What follows belongs to an exercise in optimizing a design on an open flow for small area and a short achievable clock period; a production flow would make more cautious choices.
Only simulation tests tie the RTL to the original design; equivalence was not proved.
The clock input has no modelled driver; a real chip could not lean on it and would need a root buffer or a full tree.
No activity file was given, so power comes from the tool's default toggle rates.

Design part4, start of the top module:
module part4(
    input clk,
    input [127:0] a,
    input [127:0] b,
    input cin,
    output [127:0] s,
    output cout
);
==> flow/config.mk <==
export PLATFORM = sky130hd
export DESIGN_NAME = part4
export DESIGN_NICKNAME = part4
export VERILOG_FILES = /design/flow/design.v
export SDC_FILE = /design/flow/constraint.sdc
export NUM_CORES = 4
export LEC_CHECK = 0
export CAP_MARGIN = 20
export CORE_MARGIN = 2
export CORE_UTILIZATION = 60
export PLACE_DENSITY = 0.75
export SETUP_SLACK_MARGIN = 1.5
export SLEW_MARGIN = 20
export SYNTH_HIERARCHICAL = 1
export SYNTH_MINIMUM_KEEP_SIZE = 0
==> flow/constraint.sdc <==
create_clock -name core_clock -period 3.2 [get_ports {clk}]
set_input_delay 0.6400 -clock core_clock [delete_from_list [all_inputs] [get_ports {clk}]]
set_output_delay 0.6400 -clock core_clock [all_outputs]
set_load 0.01 [all_outputs]
standard.sh (not shown) runs the stock make flow with config.mk's settings and CLKGATE_MAP_FILE= SYNTH_SCRIPT=/design/flow/synth_recipe.tcl, a recipe that flattens the netlist after the stock synthesis.
==> flow/flow/run.sh <==
#!/bin/bash
# The standard layout with two changes: the smallest buffer on the ports
# (the resizer still upsizes those that limit timing), and a shallow
# two-level clock tree (flow/cts_tree.tcl) in place of TritonCTS's.
# make's full output goes to make.log in this folder.
set -euo pipefail
export BUFFER_PORTS_ARGS="-buffer_cell sky130_fd_sc_hd__buf_1"
export PRE_CTS_TCL="$(pwd)/flow/cts_tree.tcl"
bash standard.sh > make.log 2>&1
==> flow/flow/cts_tree.tcl <==
# Sourced by ORFS's cts.tcl as PRE_CTS_TCL. Replaces clock_tree_synthesis
# with a two-level tree: the flip-flops are split by recursive bisection of
# their placement into equal clusters of at most CTS_TREE_CAP sinks, each driven
# by a leaf buffer at its centre; the leaves are split the same way into
# CTS_TREE_ROOTS groups, each driven by a root buffer that the clock port
# drives. Every flip-flop sees the same two buffers, so the tree is
# balanced; it is just shallower than TritonCTS's. Leaves and roots are
# inverters by default (two inversions per path, so the flip-flops see the
# true clock): an inverter is faster than a buffer.

proc cts_tree_bisect { pts k } {
  # pts: list of {item x y}; splits them into k clusters of near-equal size
  # by recursive bisection across the longer side of their bounding box
  if { $k <= 1 } { return [list $pts] }
  set xs [lsort -real [lmap p $pts { lindex $p 1 }]]
  set ys [lsort -real [lmap p $pts { lindex $p 2 }]]
  set dx [expr { [lindex $xs end] - [lindex $xs 0] }]
  set dy [expr { [lindex $ys end] - [lindex $ys 0] }]
  set idx [expr { $dx >= $dy ? 1 : 2 }]
  set s [lsort -real -index $idx $pts]
  set k1 [expr { $k / 2 }]
  set h [expr { int(round([llength $s] * double($k1) / $k)) }]
  return [concat [cts_tree_bisect [lrange $s 0 [expr { $h - 1 }]] $k1] \
                 [cts_tree_bisect [lrange $s $h end] [expr { $k - $k1 }]]]
}

proc cts_tree_centre { pts } {
  set sx 0.0; set sy 0.0
  foreach p $pts { set sx [expr { $sx + [lindex $p 1] }]; set sy [expr { $sy + [lindex $p 2] }] }
  set n [llength $pts]
  return [list [expr { int($sx / $n) }] [expr { int($sy / $n) }]]
}

proc cts_tree_buffer { block master name x y innet } {
  set inst [odb::dbInst_create $block $master $name]
  $inst setLocation $x $y
  $inst setPlacementStatus PLACED
  set net [odb::dbNet_create $block "${name}_net"]
  $net setSigType CLOCK
  foreach it [$inst getITerms] { if { [$it isOutputSignal] } { $it connect $net } }
  if { $innet ne "" } { [$inst findITerm A] connect $innet }
  return [list $inst $net]
}

rename clock_tree_synthesis cts_tree_tritoncts
proc clock_tree_synthesis { args } {
  set cap [expr { [info exists ::env(CTS_TREE_CAP)] ? $::env(CTS_TREE_CAP) : 40 }]
  set nroots [expr { [info exists ::env(CTS_TREE_ROOTS)] ? $::env(CTS_TREE_ROOTS) : 4 }]
  set leafbuf [expr { [info exists ::env(CTS_TREE_LEAF)] ? $::env(CTS_TREE_LEAF) : "sky130_fd_sc_hd__clkinv_16" }]
  set rootbuf [expr { [info exists ::env(CTS_TREE_ROOT)] ? $::env(CTS_TREE_ROOT) : "sky130_fd_sc_hd__clkinv_16" }]
  set db [ord::get_db]
  set block [ord::get_db_block]
  set src [lindex [get_property [lindex [all_clocks] 0] sources] 0]
  set clknet [[$block findBTerm [get_full_name $src]] getNet]
  set sinks {}
  foreach it [$clknet getITerms] {
    set bb [[$it getInst] getBBox]
    lappend sinks [list $it [expr { ([$bb xMin] + [$bb xMax]) / 2 }] [expr { ([$bb yMin] + [$bb yMax]) / 2 }]]
  }
  set clusters [cts_tree_bisect $sinks [expr { int(ceil([llength $sinks] / double($cap))) }]]
  set leaves {}
  set i 0
  foreach c $clusters {
    lassign [cts_tree_centre $c] x y
    lappend leaves [list $i $x $y]
    set leafnet($i) $c
    incr i
  }
  set groups [cts_tree_bisect $leaves [expr { min($nroots, [llength $leaves]) }]]
  set lm [$db findMaster $leafbuf]
  set rm [$db findMaster $rootbuf]
  set r 0
  foreach g $groups {
    lassign [cts_tree_centre $g] x y
    lassign [cts_tree_buffer $block $rm "ctree_root_$r" $x $y $clknet] rinst rnet
    foreach l $g {
      lassign $l li lx ly
      lassign [cts_tree_buffer $block $lm "ctree_leaf_$li" $lx $ly $rnet] linst lnet
      foreach s $leafnet($li) {
        set it [lindex $s 0]
        $it disconnect
        $it connect $lnet
      }
    }
    incr r
  }
  puts "cts_tree: [llength $sinks] sinks, [llength $clusters] leaf buffers, [llength $groups] root buffers"
  set_propagated_clock [all_clocks]
}
Then changed:
--- a/flow/flow/cts_tree.tcl
+++ b/flow/flow/cts_tree.tcl
@@ -6,5 +6,3 @@
 # drives. Every flip-flop sees the same two buffers, so the tree is
-# balanced; it is just shallower than TritonCTS's. Leaves and roots are
-# inverters by default (two inversions per path, so the flip-flops see the
-# true clock): an inverter is faster than a buffer.
+# balanced; it is just shallower than TritonCTS's.
 
@@ -39,3 +37,3 @@
   $net setSigType CLOCK
-  foreach it [$inst getITerms] { if { [$it isOutputSignal] } { $it connect $net } }
+  [$inst findITerm X] connect $net
   if { $innet ne "" } { [$inst findITerm A] connect $innet }
@@ -46,6 +44,6 @@
 proc clock_tree_synthesis { args } {
-  set cap [expr { [info exists ::env(CTS_TREE_CAP)] ? $::env(CTS_TREE_CAP) : 40 }]
+  set cap [expr { [info exists ::env(CTS_TREE_CAP)] ? $::env(CTS_TREE_CAP) : 30 }]
   set nroots [expr { [info exists ::env(CTS_TREE_ROOTS)] ? $::env(CTS_TREE_ROOTS) : 4 }]
-  set leafbuf [expr { [info exists ::env(CTS_TREE_LEAF)] ? $::env(CTS_TREE_LEAF) : "sky130_fd_sc_hd__clkinv_16" }]
-  set rootbuf [expr { [info exists ::env(CTS_TREE_ROOT)] ? $::env(CTS_TREE_ROOT) : "sky130_fd_sc_hd__clkinv_16" }]
+  set leafbuf [expr { [info exists ::env(CTS_TREE_LEAF)] ? $::env(CTS_TREE_LEAF) : "sky130_fd_sc_hd__clkbuf_16" }]
+  set rootbuf [expr { [info exists ::env(CTS_TREE_ROOT)] ? $::env(CTS_TREE_ROOT) : "sky130_fd_sc_hd__clkbuf_16" }]
   set db [ord::get_db]
Outcome:
- setup slack gets better by 0.021 ns
- design area hardly moves
- total power goes up by 3.1%
- die area is unchanged
- final cell count goes up by about 0.32%
- global-route usage hardly moves
- synthesized area stays the same
- routed wire length increases by 0.92%
- clock power rose by about 15%
- core utilization rises by 0.12 points
- worst hold slack improved by 0.020 ns
Then changed:
- CORE_UTILIZATION: 60 -> 70
- PLACE_DENSITY: 0.75 -> 0.85
What happened: Final cell count shrinks by a few percent; critical path depth increases by 5; sequential power is about the same; design area is about the same; global-route usage rose by 5.8 points; power is higher slightly; die area drops by about a fifth; first-iteration DRC count came out higher by a quarter to a third.
Then changed:
- CORE_UTILIZATION: 70 -> 60
- PLACE_DENSITY: 0.85 -> 0.75
- SETUP_SLACK_MARGIN: 1.5 -> 1.75
After rerunning: Global-route usage is lower by 5.2 points; critical path depth is lower by 5; wire length is lower by 8.5%; worst hold slack stays flat; worst setup slack improved by 0.15 ns; synthesized cell count stays the same; area after synthesis does not change; total power is higher by 2.0%; cell count is higher by 3.3%.
Then changed:
--- a/flow/flow/cts_tree.tcl
+++ b/flow/flow/cts_tree.tcl
@@ -2,3 +2,3 @@
 # with a two-level tree: the flip-flops are split by recursive bisection of
-# their placement into equal clusters of at most CTS_TREE_CAP sinks, each driven
+# their placement into clusters of at most CTS_TREE_CAP sinks, each driven
 # by a leaf buffer at its centre; the leaves are split the same way into
@@ -8,6 +8,5 @@
 
-proc cts_tree_bisect { pts k } {
-  # pts: list of {item x y}; splits them into k clusters of near-equal size
-  # by recursive bisection across the longer side of their bounding box
-  if { $k <= 1 } { return [list $pts] }
+proc cts_tree_bisect { pts cap } {
+  # pts: list of {item x y}; returns a list of clusters (lists of pts)
+  if { [llength $pts] <= $cap } { return [list $pts] }
   set xs [lsort -real [lmap p $pts { lindex $p 1 }]]
@@ -18,6 +17,5 @@
   set s [lsort -real -index $idx $pts]
-  set k1 [expr { $k / 2 }]
-  set h [expr { int(round([llength $s] * double($k1) / $k)) }]
-  return [concat [cts_tree_bisect [lrange $s 0 [expr { $h - 1 }]] $k1] \
-                 [cts_tree_bisect [lrange $s $h end] [expr { $k - $k1 }]]]
+  set h [expr { [llength $s] / 2 }]
+  return [concat [cts_tree_bisect [lrange $s 0 [expr { $h - 1 }]] $cap] \
+                 [cts_tree_bisect [lrange $s $h end] $cap]]
 }
@@ -44,3 +42,3 @@
 proc clock_tree_synthesis { args } {
-  set cap [expr { [info exists ::env(CTS_TREE_CAP)] ? $::env(CTS_TREE_CAP) : 30 }]
+  set cap [expr { [info exists ::env(CTS_TREE_CAP)] ? $::env(CTS_TREE_CAP) : 35 }]
   set nroots [expr { [info exists ::env(CTS_TREE_ROOTS)] ? $::env(CTS_TREE_ROOTS) : 4 }]
@@ -57,3 +55,3 @@
   }
-  set clusters [cts_tree_bisect $sinks [expr { int(ceil([llength $sinks] / double($cap))) }]]
+  set clusters [cts_tree_bisect $sinks $cap]
   set leaves {}
@@ -66,3 +64,3 @@
   }
-  set groups [cts_tree_bisect $leaves [expr { min($nroots, [llength $leaves]) }]]
+  set groups [cts_tree_bisect $leaves [expr { int(ceil([llength $leaves] / double($nroots))) }]]
   set lm [$db findMaster $leafbuf]
- SETUP_SLACK_MARGIN: 1.75 -> 1.5
Outcome:
- die area is unchanged
- setup slack gets worse by 0.084 ns
- via count drops by 0.83%
- utilization drops by 4.5 points
In every run of this note, the design's own scripts or RTL, not TritonCTS, make the clock network.

[re-timing with driven ports]
No port has a modelled driver above. Below, the same layouts with a new extraction and two added sets of constraints. Step 1: set_driving_cell puts a clkbuf_16 on clk and a buf_2 on each other input, an assumption about the parent block. Step 2 also shifts input and output timing later by t, the mid clock arrival at the registers, as if the neighbouring blocks saw the same clock. a / b / c = ideal / step 1 / step 2; a / b = the first two.
run	t, ns	setup slack, ns	hold slack, ns	worst data-port slew with drivers (ns)	pins driven straight from the clock port
the first run	0.556	1.564 / 1.419 / 1.233	0.304 / 0.306 / 0.306	0.06	4
the second run	0.503	1.585 / 1.471 / 1.245	0.325 / 0.325 / 0.325	0.06	4
the third run	0.514	1.523 / 1.453 / 1.246	0.324 / 0.324 / 0.324	0.09	4
the fourth run	0.500	1.675 / 1.565 / 1.317	0.324 / 0.324 / 0.324	0.08	4
the fifth run	0.497	1.592 / 1.476 / 1.278	0.301 / 0.301 / 0.301	0.07	4
After both steps setup and hold are still met in every run listed. The setup slack of the fourth run, which loses most, moves by -0.110 ns with the drivers and by -0.358 ns with both steps.
